Context: an optimization exercise on an open-source flow, tuned for small area and a short achievable clock period. The choices shown serve that exercise and are no tape-out recipe.
The clock port is modelled as an ideal driver, which makes a skipped or thinned clock tree look cheaper than it is; a real chip needs a root buffer or a tree.
Power figures rest on the tool's default switching activity, not on a simulated workload.

==> flow/design.v (excerpt) <==
module mac5 #(parameter WIDTH=32)
   (input logic [(WIDTH/2)-1:0] a,
    input logic [(WIDTH/2)-1:0] b,
    input logic               clk, reset,
    output logic [WIDTH-1:0]  out);
For scale: about 230 flip-flops, ~12,000 um^2 of cells after synthesis.
export LEC_CHECK = 0
export ABC_CLOCK_PERIOD_IN_PS = 1000
export CAP_MARGIN = 20
export CORE_MARGIN = 2
export CORE_UTILIZATION = 40
export SETUP_SLACK_MARGIN = 4.7
export SLEW_MARGIN = 20
export SYNTH_HIERARCHICAL = 1
export SYNTH_MINIMUM_KEEP_SIZE = 0
create_clock -name core_clock -period 7.0 [get_ports {clk}]
standard.sh (not shown) runs the stock make flow with config.mk's settings and CLKGATE_MAP_FILE= SYNTH_SCRIPT=/design/flow/synth_recipe.tcl, a recipe that flattens the netlist after the stock synthesis.
==> flow/flow/run.sh <==
#!/bin/bash
# Standard layout (bash standard.sh) with: port buffers of a plain buffer cell,
# sizing not held to the cells' footprints, a clock tree without dummy loads,
# and the clock tree's middle level removed after CTS (flatten_clock.tcl).
# Each tool's output goes to its own log here and under orfs/logs.
set -e
ARGS=(MATCH_CELL_FOOTPRINT=0
  BUFFER_PORTS_ARGS="-buffer_cell sky130_fd_sc_hd__buf_1"
  CTS_ARGS="-sink_clustering_enable -repair_clock_nets -dont_use_dummy_load -sink_clustering_size 30 -sink_clustering_max_diameter 60")
bash standard.sh "${ARGS[@]}" cts > standard_cts.log 2>&1
CTS_DB=$PWD/orfs/results/sky130hd/mac5/base/4_cts.odb openroad -no_init -exit flow/flatten_clock.tcl > flatten_clock.log 2>&1
bash standard.sh "${ARGS[@]}" finish > standard.log 2>&1
==> flow/flow/flatten_clock.tcl <==
# Removes the middle level of the clock tree that CTS built (the buffers the
# root clock buffer drives), so the root drives the leaf buffers directly.
# Every register keeps the same number of buffers (two) on its clock path.
set db_file $::env(CTS_DB)
read_db $db_file
set block [ord::get_db_block]
set clk_net [$block findNet clk]
set roots {}
foreach it [$clk_net getITerms] { lappend roots [$it getInst] }
foreach root $roots {
  set rout [[$root findITerm X] getNet]
  set mids {}
  foreach it [$rout getITerms] {
    if {[$it isInputSignal] || [[$it getMTerm] getName] eq "A"} {
      set inst [$it getInst]
      if {$inst ne $root && [string match "*clkbuf*" [[$inst getMaster] getName]]} { lappend mids $inst }
    }
  }
  puts "root [$root getName] drives [llength $mids] buffers"
  foreach m $mids {
    set mout [[$m findITerm X] getNet]
    set sinks {}
    foreach it [$mout getITerms] { if {[$it getInst] ne $m} { lappend sinks $it } }
    puts "  removing [$m getName] ([llength $sinks] sinks)"
    foreach it $sinks { $it disconnect; $it connect $rout }
    [$m findITerm A] disconnect
    [$m findITerm X] disconnect
    odb::dbInst_destroy $m
    odb::dbNet_destroy $mout
  }
}
write_db $db_file
Edit:
==> flow/flow/run.sh (replaced) <==
#!/bin/bash
# Standard layout (bash standard.sh) with: port buffers of a plain buffer cell,
# sizing not held to the cells' footprints, a clock tree without dummy loads,
# and the root clock buffer removed after CTS, so that the clock port drives the two buffers below it (clock_root.tcl).
# Each tool's output goes to its own log here and under orfs/logs.
set -e
ARGS=(MATCH_CELL_FOOTPRINT=0
  BUFFER_PORTS_ARGS="-buffer_cell sky130_fd_sc_hd__buf_1"
  CTS_ARGS="-sink_clustering_enable -repair_clock_nets -dont_use_dummy_load -sink_clustering_size 30 -sink_clustering_max_diameter 60")
bash standard.sh "${ARGS[@]}" cts > standard_cts.log 2>&1
CTS_DB=$PWD/orfs/results/sky130hd/mac5/base/4_cts.odb openroad -no_init -exit flow/clock_root.tcl > flatten_clock.log 2>&1
bash standard.sh "${ARGS[@]}" finish > standard.log 2>&1
==> flow/flow/clock_root.tcl (new file) <==
set db_file $::env(CTS_DB)
read_db $db_file
set block [ord::get_db_block]
set clk_net [$block findNet clk]
set roots {}
foreach it [$clk_net getITerms] { lappend roots [$it getInst] }
foreach root $roots {
  set rout [[$root findITerm X] getNet]
  set sinks {}
  foreach it [$rout getITerms] { if {[$it getInst] ne $root} { lappend sinks $it } }
  puts "removing root [$root getName] ([llength $sinks] sinks)"
  foreach it $sinks { $it disconnect; $it connect $clk_net }
  [$root findITerm A] disconnect
  [$root findITerm X] disconnect
  odb::dbInst_destroy $root
  odb::dbNet_destroy $rout
}
set n 0
foreach it [$clk_net getITerms] { incr n }
puts "clock port now drives $n cell pins"
write_db $db_file
SETUP_SLACK_MARGIN = 4.5   (was 4.7)
removed: flow/flow/flatten_clock.tcl
The changed run completed with no timing, DRC or antenna violations. Total power decreases by 7.0%. Combinational power decreases by 11%. Worst setup slack is worse by 59 ps. Via count decreases by about 3%. Wire length decreases by about 2.1%.
Edit:
==> flow/flow/run.sh (replaced) <==
#!/bin/bash
# Standard layout (bash standard.sh) with: port buffers of a plain buffer cell;
# sizing not held to the cells' footprints; a fanout limit of 9 for the
# placement repair step (fanout.tcl); a clock tree without dummy loads; and
# the root clock buffer removed after CTS (clock_root.tcl), so that the clock
# port drives the two buffers below it. Each tool's output goes to its own log
# here and under orfs/logs.
set -e
ARGS=(MATCH_CELL_FOOTPRINT=0
  BUFFER_PORTS_ARGS="-buffer_cell sky130_fd_sc_hd__buf_1"
  PRE_RESIZE_TCL=$PWD/flow/fanout.tcl
  CTS_ARGS="-sink_clustering_enable -repair_clock_nets -dont_use_dummy_load -sink_clustering_size 30 -sink_clustering_max_diameter 60")
bash standard.sh "${ARGS[@]}" cts > standard_cts.log 2>&1
CTS_DB=$PWD/orfs/results/sky130hd/mac5/base/4_cts.odb openroad -no_init -exit flow/clock_root.tcl > clock_root.log 2>&1
bash standard.sh "${ARGS[@]}" finish > standard.log 2>&1
==> flow/flow/fanout.tcl (new file) <==
set_max_fanout 9 [current_design]
SETUP_SLACK_MARGIN = 4.6   (was 4.5)
=>
- sequential cell count does not change
- maximum frequency increases by a few percent
- final area increases by a little under a tenth
- total power increases by a few percent
- cell count increases by a little under a tenth
- worst setup slack improves by 50 ps
- wire length increases by roughly a tenth
- via count increases by a little under a tenth
- area after synthesis is unchanged
- sequential share of layout area decreases by 2.5 points
Function was not checked in any run of this note: the RTL went through the layout flow alone.

## afterwards: timing with drivers on the ports
The results above use ideal ports. As a check the final layouts listed here were re-extracted and re-timed, cells and wires unchanged. Step 1: set_driving_cell puts a clkbuf_16 on clk and a buf_2 on each other input, an assumption about the parent block. Step 2 adds t to the input delays and takes it off the output delays; t is the mean of the earliest and latest rising clock arrival at the registers after step 1. Input paths then give back, and output paths get back, about the clock's delay inside the block. Three values: ideal, step 1, step 2; two values: the first two.
run	shift t [ns]	setup slack, ns	worst setup path after step 2
the first run	0.544	4.632 / 4.584 / 4.777	register to register
the second run	0.417	4.574 / 4.574 / 4.574	register to register
the third run	0.420	4.624 / 4.624 / 4.624	register to register
After both steps every run listed still meets setup and hold.
